What follows belongs to an exercise in optimizing a design on an open flow for small area, a short achievable clock period and few clock cycles per item; a production flow would make more cautious choices. In this exercise RTL edits were held to simulation tests only and were not proved equivalent to the original.

[config.mk]
export PLATFORM = sky130hd
export DESIGN_NAME = RSA
export DESIGN_NICKNAME = RSA
export VERILOG_FILES = /design/flow/design.v
export SDC_FILE = /design/flow/constraint.sdc
export NUM_CORES = 4
export LEC_CHECK = 0
export ABC_AREA = 1
export CAP_MARGIN = 20
export CORE_MARGIN = 2
export CORE_UTILIZATION = 40
export PLACE_DENSITY = 0.6
export SLEW_MARGIN = 20
export SYNTH_HIERARCHICAL = 1
[constraint.sdc]
create_clock -name core_clock -period 145.0 [get_ports {clk}]
set_input_delay 29.0000 -clock core_clock [delete_from_list [all_inputs] [get_ports {clk}]]
set_output_delay 29.0000 -clock core_clock [all_outputs]
set_load 0.01 [all_outputs]
[design.v]
module HSTEP (
    input [4:0] H,
    input s,
    input c,
    input c2,
    input [1:0] Nt,
    output [4:0] Hn,
    output qp,
    output qm
);
    assign qp = ~H[4];                           
    assign qm = H[4] & ~(H[3] & H[2] & H[1]);    
    wire [4:0] k = qp ? {3'b110, ~Nt} : qm ? {3'b001, Nt} : 5'd0;
    assign Hn = {H[3:0], 1'b0} + k + {4'd0, s} + {4'd0, c} + {3'd0, c2, 1'b0};
endmodule
module FIXUP (
    input [4:0] H,
    input [12:0] S,
    input [13:0] C,
    input [15:0] Nn,
    output [15:0] rc
);
    wire [18:0] r1 = {H[4], H, 13'd0} + {6'd0, S} + {5'd0, C};
    wire [18:0] r2 = {H[4], H, 13'd0} + {6'd0, S} + {5'd0, C} + {3'b000, Nn};
    assign rc = r1[18] ? r2[15:0] : r1[15:0];
endmodule
module RSA #(
    parameter WIDTH = 16
)(
    input clk,
    input reset,
    input [WIDTH-1:0] Data,
    input [5:0] Key,
    input [WIDTH-1:0] N,
    output [WIDTH-1:0] Result,
    output Done
);
    reg [15:0] Dr, Nr;
    reg [5:0]  Kr;
    always @(posedge clk) begin
        Dr <= Data;
        Nr <= N;
        Kr <= Key;
    end
    reg [15:0] R;           
    reg [2:0] j;            
    reg mul;                
    reg first;              
    reg done;
    wire [3:0] s = Nr[15] ? 4'd0 : Nr[14] ? 4'd1 : Nr[13] ? 4'd2 : Nr[12] ? 4'd3 :
                   Nr[11] ? 4'd4 : Nr[10] ? 4'd5 : Nr[9]  ? 4'd6 : Nr[8]  ? 4'd7 :
                   Nr[7]  ? 4'd8 : Nr[6]  ? 4'd9 : Nr[5]  ? 4'd10 : Nr[4] ? 4'd11 :
                   Nr[3]  ? 4'd12 : Nr[2] ? 4'd13 : Nr[1]  ? 4'd14 : 4'd15;
    wire [15:0] Nn = Nr << s;       
    wire [2:0] msb = Kr[5] ? 3'd5 : Kr[4] ? 3'd4 : Kr[3] ? 3'd3 :
                     Kr[2] ? 3'd2 : Kr[1] ? 3'd1 : 3'd0;
    wire skip = first & (Dr < Nr) & (Kr[5:1] != 5'd0);
    wire me = first ? ~skip : mul;
    wire [2:0] je = first ? (skip ? msb - 3'd1 : msb) : j;
    wire [15:0] A = (me | first) ? ((Kr == 6'd0) ? 16'd1 : Dr) : R;
    wire [15:0] Bsrc = first ? (skip ? Dr : 16'd1) : R;
    wire [15:0] Bn = Bsrc << s;     
    wire [33:0] pp0 = {34{A[0]}} & ({18'd0, Bn} << 0);
    wire [33:0] pp1 = {34{A[1]}} & ({18'd0, Bn} << 1);
    wire [33:0] pp2 = {34{A[2]}} & ({18'd0, Bn} << 2);
    wire [33:0] pp3 = {34{A[3]}} & ({18'd0, Bn} << 3);
    wire [33:0] pp4 = {34{A[4]}} & ({18'd0, Bn} << 4);
    wire [33:0] pp5 = {34{A[5]}} & ({18'd0, Bn} << 5);
    wire [33:0] pp6 = {34{A[6]}} & ({18'd0, Bn} << 6);
    wire [33:0] pp7 = {34{A[7]}} & ({18'd0, Bn} << 7);
    wire [33:0] pp8 = {34{A[8]}} & ({18'd0, Bn} << 8);
    wire [33:0] pp9 = {34{A[9]}} & ({18'd0, Bn} << 9);
    wire [33:0] pp10 = {34{A[10]}} & ({18'd0, Bn} << 10);
    wire [33:0] pp11 = {34{A[11]}} & ({18'd0, Bn} << 11);
    wire [33:0] pp12 = {34{A[12]}} & ({18'd0, Bn} << 12);
    wire [33:0] pp13 = {34{A[13]}} & ({18'd0, Bn} << 13);
    wire [33:0] pp14 = {34{A[14]}} & ({18'd0, Bn} << 14);
    wire [33:0] pp15 = {34{A[15]}} & ({18'd0, Bn} << 15);
    wire [33:0] ms0 = pp0 ^ pp1 ^ pp2;
    wire [33:0] mc0m = (pp0 & pp1) | (pp0 & pp2) | (pp1 & pp2);
    wire [33:0] mc0 = {mc0m[32:0], 1'b0};
    wire [33:0] ms1 = pp3 ^ pp4 ^ pp5;
    wire [33:0] mc1m = (pp3 & pp4) | (pp3 & pp5) | (pp4 & pp5);
    wire [33:0] mc1 = {mc1m[32:0], 1'b0};
    wire [33:0] ms2 = pp6 ^ pp7 ^ pp8;
    wire [33:0] mc2m = (pp6 & pp7) | (pp6 & pp8) | (pp7 & pp8);
    wire [33:0] mc2 = {mc2m[32:0], 1'b0};
    wire [33:0] ms3 = pp9 ^ pp10 ^ pp11;
    wire [33:0] mc3m = (pp9 & pp10) | (pp9 & pp11) | (pp10 & pp11);
    wire [33:0] mc3 = {mc3m[32:0], 1'b0};
    wire [33:0] ms4 = pp12 ^ pp13 ^ pp14;
    wire [33:0] mc4m = (pp12 & pp13) | (pp12 & pp14) | (pp13 & pp14);
    wire [33:0] mc4 = {mc4m[32:0], 1'b0};
    wire [33:0] ms5 = ms0 ^ mc0 ^ ms1;
    wire [33:0] mc5m = (ms0 & mc0) | (ms0 & ms1) | (mc0 & ms1);
    wire [33:0] mc5 = {mc5m[32:0], 1'b0};
    wire [33:0] ms6 = mc1 ^ ms2 ^ mc2;
    wire [33:0] mc6m = (mc1 & ms2) | (mc1 & mc2) | (ms2 & mc2);
    wire [33:0] mc6 = {mc6m[32:0], 1'b0};
    wire [33:0] ms7 = ms3 ^ mc3 ^ ms4;
    wire [33:0] mc7m = (ms3 & mc3) | (ms3 & ms4) | (mc3 & ms4);
    wire [33:0] mc7 = {mc7m[32:0], 1'b0};
    wire [33:0] ms8 = ms5 ^ mc5 ^ ms6;
    wire [33:0] mc8m = (ms5 & mc5) | (ms5 & ms6) | (mc5 & ms6);
    wire [33:0] mc8 = {mc8m[32:0], 1'b0};
    wire [33:0] ms9 = mc6 ^ ms7 ^ mc7;
    wire [33:0] mc9m = (mc6 & ms7) | (mc6 & mc7) | (ms7 & mc7);
    wire [33:0] mc9 = {mc9m[32:0], 1'b0};
    wire [33:0] ms10 = ms8 ^ mc8 ^ ms9;
    wire [33:0] mc10m = (ms8 & mc8) | (ms8 & ms9) | (mc8 & ms9);
    wire [33:0] mc10 = {mc10m[32:0], 1'b0};
    wire [33:0] ms11 = mc9 ^ mc4 ^ pp15;
    wire [33:0] mc11m = (mc9 & mc4) | (mc9 & pp15) | (mc4 & pp15);
    wire [33:0] mc11 = {mc11m[32:0], 1'b0};
    wire [33:0] ms12 = ms10 ^ mc10 ^ ms11;
    wire [33:0] mc12m = (ms10 & mc10) | (ms10 & ms11) | (mc10 & ms11);
    wire [33:0] mc12 = {mc12m[32:0], 1'b0};
    wire [33:0] ms13 = ms12 ^ mc12 ^ mc11;
    wire [33:0] mc13m = (ms12 & mc12) | (ms12 & mc11) | (mc12 & mc11);
    wire [33:0] mc13 = {mc13m[32:0], 1'b0};
    wire [33:0] S16 = ms13;
    wire [33:0] C16 = mc13;
    wire [4:0] tH = S16[33:29] + C16[33:29];
    wire [4:0] H16 = tH;
    wire [28:0] SL16 = S16[28:0];
    wire [29:0] CL16 = {1'b0, C16[28:0]};
    wire qp15, qm15;
    wire [4:0] H15;
    HSTEP h15 (.H(H16), .s(SL16[28]), .c(CL16[28]), .c2(CL16[29]),
               .Nt(Nn[14:13]), .Hn(H15), .qp(qp15), .qm(qm15));
    wire [12:0] d15 = qp15 ? ~Nn[12:0] : qm15 ? Nn[12:0] : 13'd0;
    wire [12:0] a15 = SL16[27:15];
    wire [12:0] b15 = CL16[27:15];
    wire [12:0] fs15 = a15 ^ b15 ^ d15;
    wire [12:0] fc15 = (a15 & b15) | (a15 & d15) | (b15 & d15);
    wire [27:0] SL15 = {fs15, SL16[14:0]};
    wire [28:0] CL15 = {fc15, qp15, CL16[14:0]};
    wire qp14, qm14;
    wire [4:0] H14;
    HSTEP h14 (.H(H15), .s(SL15[27]), .c(CL15[27]), .c2(CL15[28]),
               .Nt(Nn[14:13]), .Hn(H14), .qp(qp14), .qm(qm14));
    wire [12:0] d14 = qp14 ? ~Nn[12:0] : qm14 ? Nn[12:0] : 13'd0;
    wire [12:0] a14 = SL15[26:14];
    wire [12:0] b14 = CL15[26:14];
    wire [12:0] fs14 = a14 ^ b14 ^ d14;
    wire [12:0] fc14 = (a14 & b14) | (a14 & d14) | (b14 & d14);
    wire [26:0] SL14 = {fs14, SL15[13:0]};
    wire [27:0] CL14 = {fc14, qp14, CL15[13:0]};
    wire qp13, qm13;
    wire [4:0] H13;
    HSTEP h13 (.H(H14), .s(SL14[26]), .c(CL14[26]), .c2(CL14[27]),
               .Nt(Nn[14:13]), .Hn(H13), .qp(qp13), .qm(qm13));
    wire [12:0] d13 = qp13 ? ~Nn[12:0] : qm13 ? Nn[12:0] : 13'd0;
    wire [12:0] a13 = SL14[25:13];
    wire [12:0] b13 = CL14[25:13];
    wire [12:0] fs13 = a13 ^ b13 ^ d13;
    wire [12:0] fc13 = (a13 & b13) | (a13 & d13) | (b13 & d13);
    wire [25:0] SL13 = {fs13, SL14[12:0]};
    wire [26:0] CL13 = {fc13, qp13, CL14[12:0]};
    wire qp12, qm12;
    wire [4:0] H12;
    HSTEP h12 (.H(H13), .s(SL13[25]), .c(CL13[25]), .c2(CL13[26]),
               .Nt(Nn[14:13]), .Hn(H12), .qp(qp12), .qm(qm12));
    wire [12:0] d12 = qp12 ? ~Nn[12:0] : qm12 ? Nn[12:0] : 13'd0;
    wire [12:0] a12 = SL13[24:12];
    wire [12:0] b12 = CL13[24:12];
    wire [12:0] fs12 = a12 ^ b12 ^ d12;
    wire [12:0] fc12 = (a12 & b12) | (a12 & d12) | (b12 & d12);
    wire [24:0] SL12 = {fs12, SL13[11:0]};
    wire [25:0] CL12 = {fc12, qp12, CL13[11:0]};
    wire qp11, qm11;
    wire [4:0] H11;
    HSTEP h11 (.H(H12), .s(SL12[24]), .c(CL12[24]), .c2(CL12[25]),
               .Nt(Nn[14:13]), .Hn(H11), .qp(qp11), .qm(qm11));
    wire [12:0] d11 = qp11 ? ~Nn[12:0] : qm11 ? Nn[12:0] : 13'd0;
    wire [12:0] a11 = SL12[23:11];
    wire [12:0] b11 = CL12[23:11];
    wire [12:0] fs11 = a11 ^ b11 ^ d11;
    wire [12:0] fc11 = (a11 & b11) | (a11 & d11) | (b11 & d11);
    wire [23:0] SL11 = {fs11, SL12[10:0]};
    wire [24:0] CL11 = {fc11, qp11, CL12[10:0]};
    wire qp10, qm10;
    wire [4:0] H10;
    HSTEP h10 (.H(H11), .s(SL11[23]), .c(CL11[23]), .c2(CL11[24]),
               .Nt(Nn[14:13]), .Hn(H10), .qp(qp10), .qm(qm10));
    wire [12:0] d10 = qp10 ? ~Nn[12:0] : qm10 ? Nn[12:0] : 13'd0;
    wire [12:0] a10 = SL11[22:10];
    wire [12:0] b10 = CL11[22:10];
    wire [12:0] fs10 = a10 ^ b10 ^ d10;
    wire [12:0] fc10 = (a10 & b10) | (a10 & d10) | (b10 & d10);
    wire [22:0] SL10 = {fs10, SL11[9:0]};
    wire [23:0] CL10 = {fc10, qp10, CL11[9:0]};
    wire qp9, qm9;
    wire [4:0] H9;
    HSTEP h9 (.H(H10), .s(SL10[22]), .c(CL10[22]), .c2(CL10[23]),
               .Nt(Nn[14:13]), .Hn(H9), .qp(qp9), .qm(qm9));
    wire [12:0] d9 = qp9 ? ~Nn[12:0] : qm9 ? Nn[12:0] : 13'd0;
    wire [12:0] a9 = SL10[21:9];
    wire [12:0] b9 = CL10[21:9];
    wire [12:0] fs9 = a9 ^ b9 ^ d9;
    wire [12:0] fc9 = (a9 & b9) | (a9 & d9) | (b9 & d9);
    wire [21:0] SL9 = {fs9, SL10[8:0]};
    wire [22:0] CL9 = {fc9, qp9, CL10[8:0]};
    wire qp8, qm8;
    wire [4:0] H8;
    HSTEP h8 (.H(H9), .s(SL9[21]), .c(CL9[21]), .c2(CL9[22]),
               .Nt(Nn[14:13]), .Hn(H8), .qp(qp8), .qm(qm8));
    wire [12:0] d8 = qp8 ? ~Nn[12:0] : qm8 ? Nn[12:0] : 13'd0;
    wire [12:0] a8 = SL9[20:8];
    wire [12:0] b8 = CL9[20:8];
    wire [12:0] fs8 = a8 ^ b8 ^ d8;
    wire [12:0] fc8 = (a8 & b8) | (a8 & d8) | (b8 & d8);
    wire [20:0] SL8 = {fs8, SL9[7:0]};
    wire [21:0] CL8 = {fc8, qp8, CL9[7:0]};
    wire qp7, qm7;
    wire [4:0] H7;
    HSTEP h7 (.H(H8), .s(SL8[20]), .c(CL8[20]), .c2(CL8[21]),
               .Nt(Nn[14:13]), .Hn(H7), .qp(qp7), .qm(qm7));
    wire [12:0] d7 = qp7 ? ~Nn[12:0] : qm7 ? Nn[12:0] : 13'd0;
    wire [12:0] a7 = SL8[19:7];
    wire [12:0] b7 = CL8[19:7];
    wire [12:0] fs7 = a7 ^ b7 ^ d7;
    wire [12:0] fc7 = (a7 & b7) | (a7 & d7) | (b7 & d7);
    wire [19:0] SL7 = {fs7, SL8[6:0]};
    wire [20:0] CL7 = {fc7, qp7, CL8[6:0]};
    wire qp6, qm6;
    wire [4:0] H6;
    HSTEP h6 (.H(H7), .s(SL7[19]), .c(CL7[19]), .c2(CL7[20]),
               .Nt(Nn[14:13]), .Hn(H6), .qp(qp6), .qm(qm6));
    wire [12:0] d6 = qp6 ? ~Nn[12:0] : qm6 ? Nn[12:0] : 13'd0;
    wire [12:0] a6 = SL7[18:6];
    wire [12:0] b6 = CL7[18:6];
    wire [12:0] fs6 = a6 ^ b6 ^ d6;
    wire [12:0] fc6 = (a6 & b6) | (a6 & d6) | (b6 & d6);
    wire [18:0] SL6 = {fs6, SL7[5:0]};
    wire [19:0] CL6 = {fc6, qp6, CL7[5:0]};
    wire qp5, qm5;
    wire [4:0] H5;
    HSTEP h5 (.H(H6), .s(SL6[18]), .c(CL6[18]), .c2(CL6[19]),
               .Nt(Nn[14:13]), .Hn(H5), .qp(qp5), .qm(qm5));
    wire [12:0] d5 = qp5 ? ~Nn[12:0] : qm5 ? Nn[12:0] : 13'd0;
    wire [12:0] a5 = SL6[17:5];
    wire [12:0] b5 = CL6[17:5];
    wire [12:0] fs5 = a5 ^ b5 ^ d5;
    wire [12:0] fc5 = (a5 & b5) | (a5 & d5) | (b5 & d5);
    wire [17:0] SL5 = {fs5, SL6[4:0]};
    wire [18:0] CL5 = {fc5, qp5, CL6[4:0]};
    wire qp4, qm4;
    wire [4:0] H4;
    HSTEP h4 (.H(H5), .s(SL5[17]), .c(CL5[17]), .c2(CL5[18]),
               .Nt(Nn[14:13]), .Hn(H4), .qp(qp4), .qm(qm4));
    wire [12:0] d4 = qp4 ? ~Nn[12:0] : qm4 ? Nn[12:0] : 13'd0;
    wire [12:0] a4 = SL5[16:4];
    wire [12:0] b4 = CL5[16:4];
    wire [12:0] fs4 = a4 ^ b4 ^ d4;
    wire [12:0] fc4 = (a4 & b4) | (a4 & d4) | (b4 & d4);
    wire [16:0] SL4 = {fs4, SL5[3:0]};
    wire [17:0] CL4 = {fc4, qp4, CL5[3:0]};
    wire qp3, qm3;
    wire [4:0] H3;
    HSTEP h3 (.H(H4), .s(SL4[16]), .c(CL4[16]), .c2(CL4[17]),
               .Nt(Nn[14:13]), .Hn(H3), .qp(qp3), .qm(qm3));
    wire [12:0] d3 = qp3 ? ~Nn[12:0] : qm3 ? Nn[12:0] : 13'd0;
    wire [12:0] a3 = SL4[15:3];
    wire [12:0] b3 = CL4[15:3];
    wire [12:0] fs3 = a3 ^ b3 ^ d3;
    wire [12:0] fc3 = (a3 & b3) | (a3 & d3) | (b3 & d3);
    wire [15:0] SL3 = {fs3, SL4[2:0]};
    wire [16:0] CL3 = {fc3, qp3, CL4[2:0]};
    wire qp2, qm2;
    wire [4:0] H2;
    HSTEP h2 (.H(H3), .s(SL3[15]), .c(CL3[15]), .c2(CL3[16]),
               .Nt(Nn[14:13]), .Hn(H2), .qp(qp2), .qm(qm2));
    wire [12:0] d2 = qp2 ? ~Nn[12:0] : qm2 ? Nn[12:0] : 13'd0;
    wire [12:0] a2 = SL3[14:2];
    wire [12:0] b2 = CL3[14:2];
    wire [12:0] fs2 = a2 ^ b2 ^ d2;
    wire [12:0] fc2 = (a2 & b2) | (a2 & d2) | (b2 & d2);
    wire [14:0] SL2 = {fs2, SL3[1:0]};
    wire [15:0] CL2 = {fc2, qp2, CL3[1:0]};
    wire qp1, qm1;
    wire [4:0] H1;
    HSTEP h1 (.H(H2), .s(SL2[14]), .c(CL2[14]), .c2(CL2[15]),
               .Nt(Nn[14:13]), .Hn(H1), .qp(qp1), .qm(qm1));
    wire [12:0] d1 = qp1 ? ~Nn[12:0] : qm1 ? Nn[12:0] : 13'd0;
    wire [12:0] a1 = SL2[13:1];
    wire [12:0] b1 = CL2[13:1];
    wire [12:0] fs1 = a1 ^ b1 ^ d1;
    wire [12:0] fc1 = (a1 & b1) | (a1 & d1) | (b1 & d1);
    wire [13:0] SL1 = {fs1, SL2[0:0]};
    wire [14:0] CL1 = {fc1, qp1, CL2[0:0]};
    wire qp0, qm0;
    wire [4:0] H0;
    HSTEP h0 (.H(H1), .s(SL1[13]), .c(CL1[13]), .c2(CL1[14]),
               .Nt(Nn[14:13]), .Hn(H0), .qp(qp0), .qm(qm0));
    wire [12:0] d0 = qp0 ? ~Nn[12:0] : qm0 ? Nn[12:0] : 13'd0;
    wire [12:0] a0 = SL1[12:0];
    wire [12:0] b0 = CL1[12:0];
    wire [12:0] fs0 = a0 ^ b0 ^ d0;
    wire [12:0] fc0 = (a0 & b0) | (a0 & d0) | (b0 & d0);
    wire [12:0] SL0 = {fs0};
    wire [13:0] CL0 = {fc0, qp0};
    wire [15:0] rc;
    FIXUP fx (.H(H0), .S(SL0), .C(CL0), .Nn(Nn), .rc(rc));
    wire [15:0] Rn = rc >> s;
    always @(posedge clk) begin
        if (reset) begin
            mul <= 1'b1;
            first <= 1'b1;
            done <= 1'b0;
            j <= 3'd0;
        end else if (!done) begin
            first <= 1'b0;
            if (me) begin
                if (je == 3'd0) done <= 1'b1;
                else begin
                    j <= je - 3'd1;
                    mul <= 1'b0;
                end
            end else begin
                if (Kr[je]) begin
                    mul <= 1'b1;
                    j <= je;
                end else if (je == 3'd0) done <= 1'b1;
                else begin
                    j <= je - 3'd1;
                    mul <= 1'b0;
                end
            end
        end
    end
    always @(posedge clk) begin
        if (!done) R <= Rn;
    end
    assign Result = R;
    assign Done = done;
endmodule
[flow/run.sh]
#!/bin/bash
# The standard layout (standard synthesis, hierarchical as config.mk sets, same
# constraints), with one change: ORFS's repair_timing steps aim for a setup
# slack of 115 ns instead of 0, so that gate sizing and buffering also shorten
# the paths inside the design, which the 145 ns clock alone never asks for.
set -euo pipefail
bash standard.sh SETUP_SLACK_MARGIN=115 finish > flow_make.log 2>&1
[standard.sh]
#!/bin/bash
# synth_recipe.tcl (not shown) runs the flow's synth.tcl, then flattens the netlist and writes it again
# the make line also repeats each setting of config.mk as NAME=value (left out here)
make -C /OpenROAD-flow-scripts/flow DESIGN_CONFIG=/design/flow/config.mk WORK_HOME=/design/flow/orfs CLKGATE_MAP_FILE= SYNTH_SCRIPT=/design/flow/synth_recipe.tcl "${@:-finish}"
==> results.yml <==
worst_setup_path:
  path_buf_inv: 46
  crit_top_cell: "nand2_2"
  critPathSlowestCell: "fa_1"
  slowest_delay_ps: 560
  rr_endpoint: "R[2]"
  worst-setup-path-type: "register to register"
  reg2reg_depth: 210
  rr_startpoint: "Nr[11]"
  critPathCaptureType: "register"
  critical_path_depth: 210
  cp_max_fo: 8
  crit_end: "R[2]"
  path_delay_family: "adder cells"
  required_ps: 145090
  crit_path_start: "Nr[11]"
  arrival_ps: 32940
  r2r_slack_ps: 112150
  cp-start-kind: "register"
global_routing:
  grt_max_degree: 57
  grt_pass1_wl_um: 125400
  antenna_found_initial: 0
  grt_use_total: 0.2427
  grt_overflow_total: 0
  grt_pass1_vias: 23350
route:
  ant_nets: 0
  post_drt_wl_per_cell_um: 17.05
  vias_per_cell: 5.121
  drt_iter0_markers: 1684
  drc: 0
  first_pass_iters: 8
  wirelength_um: 77520
  via_count: 23290
placed_design:
  io_buffers: 56
  place.gp.congestion: 0.9527
  hpwl_um: 58580
yosys:
  synth_edf_count: 16
  async_flop_share: 0
  avgSynthCellArea_um2: 7.185
  syn-instance-count: 3515
  synthFlopType: "dfxtp_1"
  ys_seq_area_frac: 0.05390
  ys_ff_latch: 60
  synth_area_um2: 25260
  yosysWarnings: 7
  yosysUniqueCellTypes: 54
sta:
  finalMaxSlewViolations: 0
  setup_viol: 0
  period_share: 0.2265
  rsz0062_at_grt: "yes"
  fin_setup_tns_ps: 0
  final_hold_viol_count: 0
  fin_crit_ps: 32850
  fmax_mhz: 30.44
  finClkSkew_ps: 7.796
  whs_ps: 514.1
  maxSlewHeadroom: 0.2442
  worst_slew_pin_slew_ps: 1122
floorplan:
  die_x_um: 255.3
  rows: 92
  die_y_um: 255.3
  ios: 57
  die_area_um2: 65170
  start_util: 0.4026
  fp.coreArea_um2: 62740
outcome:
  status: "finished clean"
min_path:
  hold_path.class: "register to register"
cts:
  ctsLongestPathBuffers: 2
  clock_sinks: 60
  cts_inserted_buffers: 9
  clk_latency_ps: 330
  cts.reportedPaths.clkPinSlew_ps: 60
  cts_tree: "built"
  cts-root-buf: "clkbuf_16"
  htree_levels: 3
layout:
  register_area_um2: 1405
  multiInputGateArea_um2: 22460
  fillers: 6237
  final_layout_size_suffix_gt1_frac: 0.2242
  diodes: 0
  synthToLayoutAreaGrowth_pct: 19.51
  nets: 4381
flow_run:
  maxCapViolCount: 0
how the worst min path moves through the flow:
stage | from | endpoint | slack [ps] | depth (start not counted)
6_report | mul | mul | 510 | 2
5_1_grt | mul | mul | 530 | 2
4_1_cts | mul | mul | 520 | 2
2_1_floorplan | mul | mul | 470 | 2
3_5_place_dp | mul | mul | 510 | 2
3_3_place_gp | mul | mul | 490 | 2
per-module statistics from Yosys, one instance, submodules excluded:
module,flops+latches,area [um2]
RSA,60,19060
HSTEP,0,267.8
FIXUP,0,1911
area by class of cell:
type,count,area share
multi-input combinational,2653,0.7440
timing repair buffer,286,0.07681
sequential,60,0.04655
tap,846,0.03507
clock inverter,7,0.003275
inverter,686,0.08659
timing repair inverter,1,0.0002487
clock buffer,9,0.007461
cell usage in the layout (no fill, tap or decap), types with 33 or more instances in the layout:
| cell | synthesis | layout |
|---|---|---|
| a21oi_1 | 62 | 42 |
| buf_4 | 13 | 217 |
| clkdlybuf4s50_1 | 0 | 39 |
| fa_1 | 452 | 429 |
| ha_1 | 192 | 138 |
| ha_4 | 0 | 36 |
| inv_1 | 660 | 598 |
| inv_2 | 21 | 74 |
| nand2_1 | 945 | 808 |
| nand2_2 | 29 | 155 |
| nand3_1 | 355 | 322 |
| nand3_2 | 18 | 40 |
| nor2_1 | 241 | 228 |
| o21ai_0 | 162 | 123 |
| o21ai_1 | 32 | 33 |
| o21ai_2 | 6 | 39 |
state kept, by name, indices dropped and copies added (netlist names):
signal  count
done        1
Nr         16
Dr         16
first       1
R          16
Kr          6
j           3
mul         1
repair_timing:
| action | 4_1_cts | 5_1_grt |
|---|---|---|
| gates cloned | 3 | 0 |
| endpoints found under the setup margin | 33 | 31 |
| resized for setup | 293 | 194 |
| pin swaps | 156 | 114 |
| buffers inserted | 165 | 41 |
| hold buffers | 0 | 0 |
synth_stat cells, drive strengths merged, types with 2 or more instances:
cell | number | area share
a21o | 3 | 0.00089
a21oi | 66 | 0.014
a31oi | 3 | 0.00099
and2 | 4 | 0.00099
buf | 84 | 0.023
clkbuf | 39 | 0.0058
clkinv | 4 | 0.00059
dfxtp | 44 | 0.035
edfxtp | 16 | 0.019
fa | 452 | 0.36
ha | 192 | 0.095
inv | 682 | 0.10
nand2 | 987 | 0.15
nand3 | 375 | 0.079
nand3b | 5 | 0.0015
nand4 | 17 | 0.0045
nor2 | 263 | 0.042
nor3 | 9 | 0.0020
o211ai | 6 | 0.0020
o21ai | 201 | 0.041
o21bai | 2 | 0.00059
o22ai | 2 | 0.00050
or2 | 16 | 0.0040
xnor2 | 26 | 0.0090
xor2 | 12 | 0.0042
tightest hold or removal path: cells and delay by family (launching register included):
family             cells  cell delay (ps)
and+or+nand+nor        1               80
AOI/OAI and AO/OA      1               70
DFF                    1              310
routing by layer:
layer | vias to the layer above | global-route usage | routed length [um]
met5 | - | 0 | 0
met4 | 0 | 0.08271 | 3231
met3 | 150 | 0.02024 | 4341
met2 | 769 | 0.3986 | 36010
met1 | 11270 | 0.3374 | 33940
li1 | 11100 | - | -
stage by stage:
| stage | cells | util | setup WS [ps] | area (um2) |
|---|---|---|---|---|
| after floorplan | 3520 | - | 113390 | 25690 |
| after global routing | 4548 | 0.4811 | 110270 | 30180 |
| after CTS | 4507 | 0.4656 | 112290 | 29210 |
| after detailed placement | 4323 | 0.4269 | 110660 | 26780 |
| after global placement | 4323 | 0.4269 | 111260 | 26780 |
| final | 4548 | 0.4811 | 112150 | 30180 |
cell families (layout without fill, tap and decap cells):
family	count (synthesis)	after routing	share of synthesized area
AND/OR/NAND/NOR	1676	1678	0.2876
buffers and inverters	809	989	0.1308
adder cells (fa/ha/maj)	644	644	0.4534
AO/OA/AOI/OAI	287	287	0.06098
flip-flops	60	60	0.05390
XOR/XNOR	38	38	0.01318
other	1	6	0.0001485
Testbench counts, summed over its fixed seeds: cycles 9,070, ops 1,200.

static timing again, ports no longer ideal:
Ports are ideal in the flow. The routed layout listed here was re-timed in OpenROAD. Step 1 sets driving cells, clkbuf_16 on the clock port and buf_2 on the other inputs (assumed; they add their load-dependent delay and slew). Step 2 also shifts input and output timing later by t, the mid clock arrival at the registers, as if the neighbouring blocks saw the same clock. a / b / c = ideal / step 1 / step 2; a / b = the first two.
t (ns): 0.362
setup slack, ns: 112.152 / 112.152 / 112.152
hold slack, ns: 0.514 / 0.514 / 0.514
worst setup path at the end: register to register
worst data-port slew with drivers (ns): 0.05
After both steps setup and hold are still met in this run. For this run, drivers alone change the setup slack by 0.000 ns; drivers and shift together by 0.000 ns.
